Source: an optimization exercise on an open RTL-to-GDS flow (aim: small area and a short achievable clock period). Production flows keep margins and buffers that such runs may drop. RTL that was checked went through simulation tests only; none was proved equivalent to the original. Power figures rest on the tool's default switching activity, not on a simulated workload.

## run 1
==> module adder_1, before the edit <==
module adder_1 #(parameter DSIZE = 64)
            (
                in_a,
                in_b,
                in_c,
                in_d,
                sum,
                clk,
                rst_n
            );
input   [DSIZE-1:0]     in_a;
input   [DSIZE-1:0]     in_b;
input   [DSIZE-1:0]     in_c;
input   [DSIZE-1:0]     in_d;
output  [DSIZE-1:0]     sum ;
input                   clk;
input                   rst_n;
wire   [DSIZE-1:0]      s1 = in_a ^ in_b ^ in_c;
wire   [DSIZE-1:0]      c1 = (in_a & in_b) | (in_a & in_c) | (in_b & in_c);
wire   [DSIZE-1:0]      c1s = {c1[DSIZE-2:0], 1'b0};
wire   [DSIZE-1:0]      s2 = s1 ^ c1s ^ in_d;
wire   [DSIZE-1:0]      c2 = (s1 & c1s) | (s1 & in_d) | (c1s & in_d);
reg    [DSIZE-1:0]      sv_l;
reg    [DSIZE-1:1]      cv_l;
reg    [DSIZE-1:0]      sum_l;
always @(posedge clk or negedge rst_n)
begin
    if(~rst_n)
    begin
        sv_l    <= 0;
        cv_l    <= 0;
        sum_l   <= 0;
    end
    else
    begin
        sv_l    <= s2;
        cv_l    <= c2[DSIZE-2:0];
        sum_l   <= sv_l + {cv_l, 1'b0};
    end
end
assign sum = sum_l;
endmodule
clock: 4.0 ns
lec_check: 0
cap_margin: 20
core_margin: 2
core_utilization: 40
slew_margin: 20
run.sh (not shown) runs the stock make flow with config.mk's settings and CLKGATE_MAP_FILE= SYNTH_SCRIPT=/design/flow/synth_recipe.tcl, a recipe that flattens the netlist after the stock synthesis.
Relative to run 1, the following input files were edited for run 2:
==> flow/design.v <==
module adder_1 #(parameter DSIZE = 64)
            (
                in_a,
                in_b,
                in_c,
                in_d,
                sum,
                clk, 
                rst_n
            );
input   [DSIZE-1:0]     in_a;
input   [DSIZE-1:0]     in_b;
input   [DSIZE-1:0]     in_c;
input   [DSIZE-1:0]     in_d;
output  [DSIZE-1:0]     sum ;
input                   clk;
input                   rst_n;
wire   [DSIZE-1:0]      sum_ab;
wire   [DSIZE-1:0]      sum_cd;
wire   [DSIZE-1:0]      sum_abcd;
reg    [DSIZE-1:0]      sum_ab_l;
reg    [DSIZE-1:0]      sum_cd_l;
reg    [DSIZE-1:0]      sum_abcd_l;
assign sum_ab[DSIZE-1:0]    = in_a + in_b;
assign sum_cd[DSIZE-1:0]    = in_c + in_d;
assign sum_abcd[DSIZE-1:0]  = sum_ab_l + sum_cd_l;
always @(posedge clk or negedge rst_n)
begin
    if(~rst_n)
    begin
        sum_ab_l    <= 0;
        sum_cd_l    <= 0;
        sum_abcd_l  <= 0;
    end
    else
    begin
        sum_ab_l    <= sum_ab;
        sum_cd_l    <= sum_cd;
        sum_abcd_l  <= sum_abcd;
    end
end
assign sum = sum_abcd_l;
endmodule
Notes after the runs:
- The final layout from run 2, which completed every stage, passed the timing, DRC and antenna checks at the end of the flow.
- Per the comparison of run 2 with run 1, worst setup slack dropped 0.61 ns, overall routed net length has increased, final critical delay including setup and external delays saw an increase, power consumed by combinational cells up about 30%, area occupied by registers went up by 0.52%.
- Higher clock share of power among run 1 and run 2: run 1
- Per the comparison of run 2 with run 1, share of cell area taken by multi-input logic gates increased 12 points, final estimated routing congestion in global placement increased about 11%, clock power essentially unchanged, worst hold slack decreased 0.080 ns, post-synth net total increased 1011.
- Per the comparison of run 2 with run 1, net switching power picked up an extra 29%; fmax down 16%.
Function not checked in run 1: the RTL went through the layout flow alone.

--- another note on this design; it stands on its own ---

Design adder_1, start of the top module:
module adder_1 #(parameter DSIZE = 64)
            (
                in_a,
                in_b,
                in_c,
                in_d,
                sum,
                clk,
                rst_n
            );
For scale: roughly 190 flip-flops, about 10000 sq um of cells after synthesis.
Settings: LEC_CHECK=0, CAP_MARGIN=20, CORE_MARGIN=2, CORE_UTILIZATION=40, CTS_BUF_LIST=sky130_fd_sc_hd__clkbuf_4 sky130_fd_sc_hd__clkbuf_8, SETUP_SLACK_MARGIN=2.05, SLEW_MARGIN=20, SYNTH_HIERARCHICAL=1, SYNTH_MINIMUM_KEEP_SIZE=0; clock period 4.0 ns.
standard.sh (not shown) runs the stock make flow with config.mk's settings and CLKGATE_MAP_FILE= SYNTH_SCRIPT=/design/flow/synth_recipe.tcl, a recipe that flattens the netlist after the stock synthesis.
==> flow/flow/run.sh <==
#!/bin/bash
export BUFFER_PORTS_ARGS="-buffer_cell sky130_fd_sc_hd__buf_1"
bash standard.sh ABC_LOAD_IN_FF=3 finish > standard.log 2>&1
Rerun with:
--- a/flow/config.mk
+++ b/flow/config.mk
@@ -9,5 +9,5 @@
 export CORE_MARGIN = 2
-export CORE_UTILIZATION = 40
+export CORE_UTILIZATION = 33
 export CTS_BUF_LIST = sky130_fd_sc_hd__clkbuf_4 sky130_fd_sc_hd__clkbuf_8
-export SETUP_SLACK_MARGIN = 2.05
+export SETUP_SLACK_MARGIN = 2.0
 export SLEW_MARGIN = 20
Outcome: Die area increases by about 20%. Via count decreases by about 0.37%. Wire length came out higher by 10%. Count of clock-buffer cells in the layout is unchanged. Utilization came out lower by 9.2 points. Cell area is about the same. Global-route usage went down by 1.7 points. Register-to-register slack loses 0.08 ns. Worst hold slack is about the same. Worst setup slack degrades by 0.070 ns. Critical path depth rose by 4.
Rerun with:
--- a/flow/config.mk
+++ b/flow/config.mk
@@ -9,5 +9,5 @@
 export CORE_MARGIN = 2
-export CORE_UTILIZATION = 33
+export CORE_UTILIZATION = 40
 export CTS_BUF_LIST = sky130_fd_sc_hd__clkbuf_4 sky130_fd_sc_hd__clkbuf_8
-export SETUP_SLACK_MARGIN = 2.0
+export SETUP_SLACK_MARGIN = 2.1
 export SLEW_MARGIN = 20
What happened: The new run finished clean. Routed wire length goes down by a few percent. Final area goes up by a few percent. Synthesized area stays the same. Core utilization goes up by 11 points. Setup slack improved by 0.11 ns. Sequential cell count does not change. Cell count goes down by a few percent. Clock skew barely changes.
Rerun with:
--- a/flow/config.mk
+++ b/flow/config.mk
@@ -9,5 +9,5 @@
 export CORE_MARGIN = 2
-export CORE_UTILIZATION = 40
+export CORE_UTILIZATION = 50
 export CTS_BUF_LIST = sky130_fd_sc_hd__clkbuf_4 sky130_fd_sc_hd__clkbuf_8
-export SETUP_SLACK_MARGIN = 2.1
+export SETUP_SLACK_MARGIN = 2.0
 export SLEW_MARGIN = 20
Design area came out lower by about 5.5%.
Combinational power fell by about 13%.
Wire length went down by about 6.4%.
Via count goes down by about 0.5%.
Worst hold slack gets worse by 0.051 ns.
Core utilization climbs by 9.6 points.
Worst setup slack loses 0.063 ns.
Clock power rises by about 6%.
Non-clock buffer count came out lower by 19.
Synthesized cell count does not change.
Rerun with:
==> flow/flow/run.sh (replaced) <==
#!/bin/bash
export BUFFER_PORTS_ARGS="-buffer_cell sky130_fd_sc_hd__buf_1"
bash standard.sh ABC_LOAD_IN_FF=3 RECOVER_POWER=100 finish > standard.log 2>&1
--- a/flow/config.mk
+++ b/flow/config.mk
@@ -9,3 +9,3 @@
 export CORE_MARGIN = 2
-export CORE_UTILIZATION = 50
+export CORE_UTILIZATION = 40
 export CTS_BUF_LIST = sky130_fd_sc_hd__clkbuf_4 sky130_fd_sc_hd__clkbuf_8
=>
- The changed run ran to the end with no violations
- wire length climbs by 3.1%
- worst setup slack got worse by 0.84 ns
- clock-buffer cell count stays the same
- die area rose by 24%
- cell area went down by 1.1%
- synthesized area does not change
- global-route usage goes down by 4.1 points
- combinational power decreases by about 4%
- total power fell by 1.6%
- first-iteration DRC count came out lower by 3.1%

separate check: timing with driven ports:
How much do the figures lean on ideal ports? The routed layouts below were timed once more, with nothing changed but the port constraints.
Step 1: set_driving_cell puts a clkbuf_16 on clk and a buf_2 on each other input, an assumption about the parent block.
Step 2 adds t to the input delays and takes it off the output delays; t is the mean of the earliest and latest rising clock arrival at the registers after step 1. Input paths then give back, and output paths get back, about the clock's delay inside the block.
a / b / c = ideal ports / drivers / drivers and shift; a / b = the first two.
run	t (ns)	setup WS [ns]	clock arrival spread, ns	slew at the worst register clock pin (ns)	pins driven straight from the clock port
run 1	0.472	0.841 / 0.841 / 0.841	0.012 / 0.011	0.08 / 0.08	1
run 2	0.492	0.233 / 0.257 / -0.235	0.019 / 0.018	0.08 / 0.08	1
the first run of note 2	0.504	2.048 / 2.059 / 1.570	0.014 / 0.013	0.10 / 0.10	1
the second run of note 2	0.511	1.978 / 1.978 / 1.586	0.019 / 0.018	0.10 / 0.10	1
the third run of note 2	0.501	2.090 / 2.116 / 1.615	0.018 / 0.018	0.10 / 0.10	1
the fourth run of note 2	0.502	2.028 / 2.028 / 1.555	0.013 / 0.013	0.10 / 0.10	1
the fifth run of note 2	0.506	1.192 / 1.192 / 1.192	0.012 / 0.013	0.10 / 0.10	1
With both steps, setup timing fails in run 2, where it was met with ideal ports. The setup slack of the first run of note 2, which loses most, moves by +0.011 ns with the drivers and by -0.478 ns with both steps.
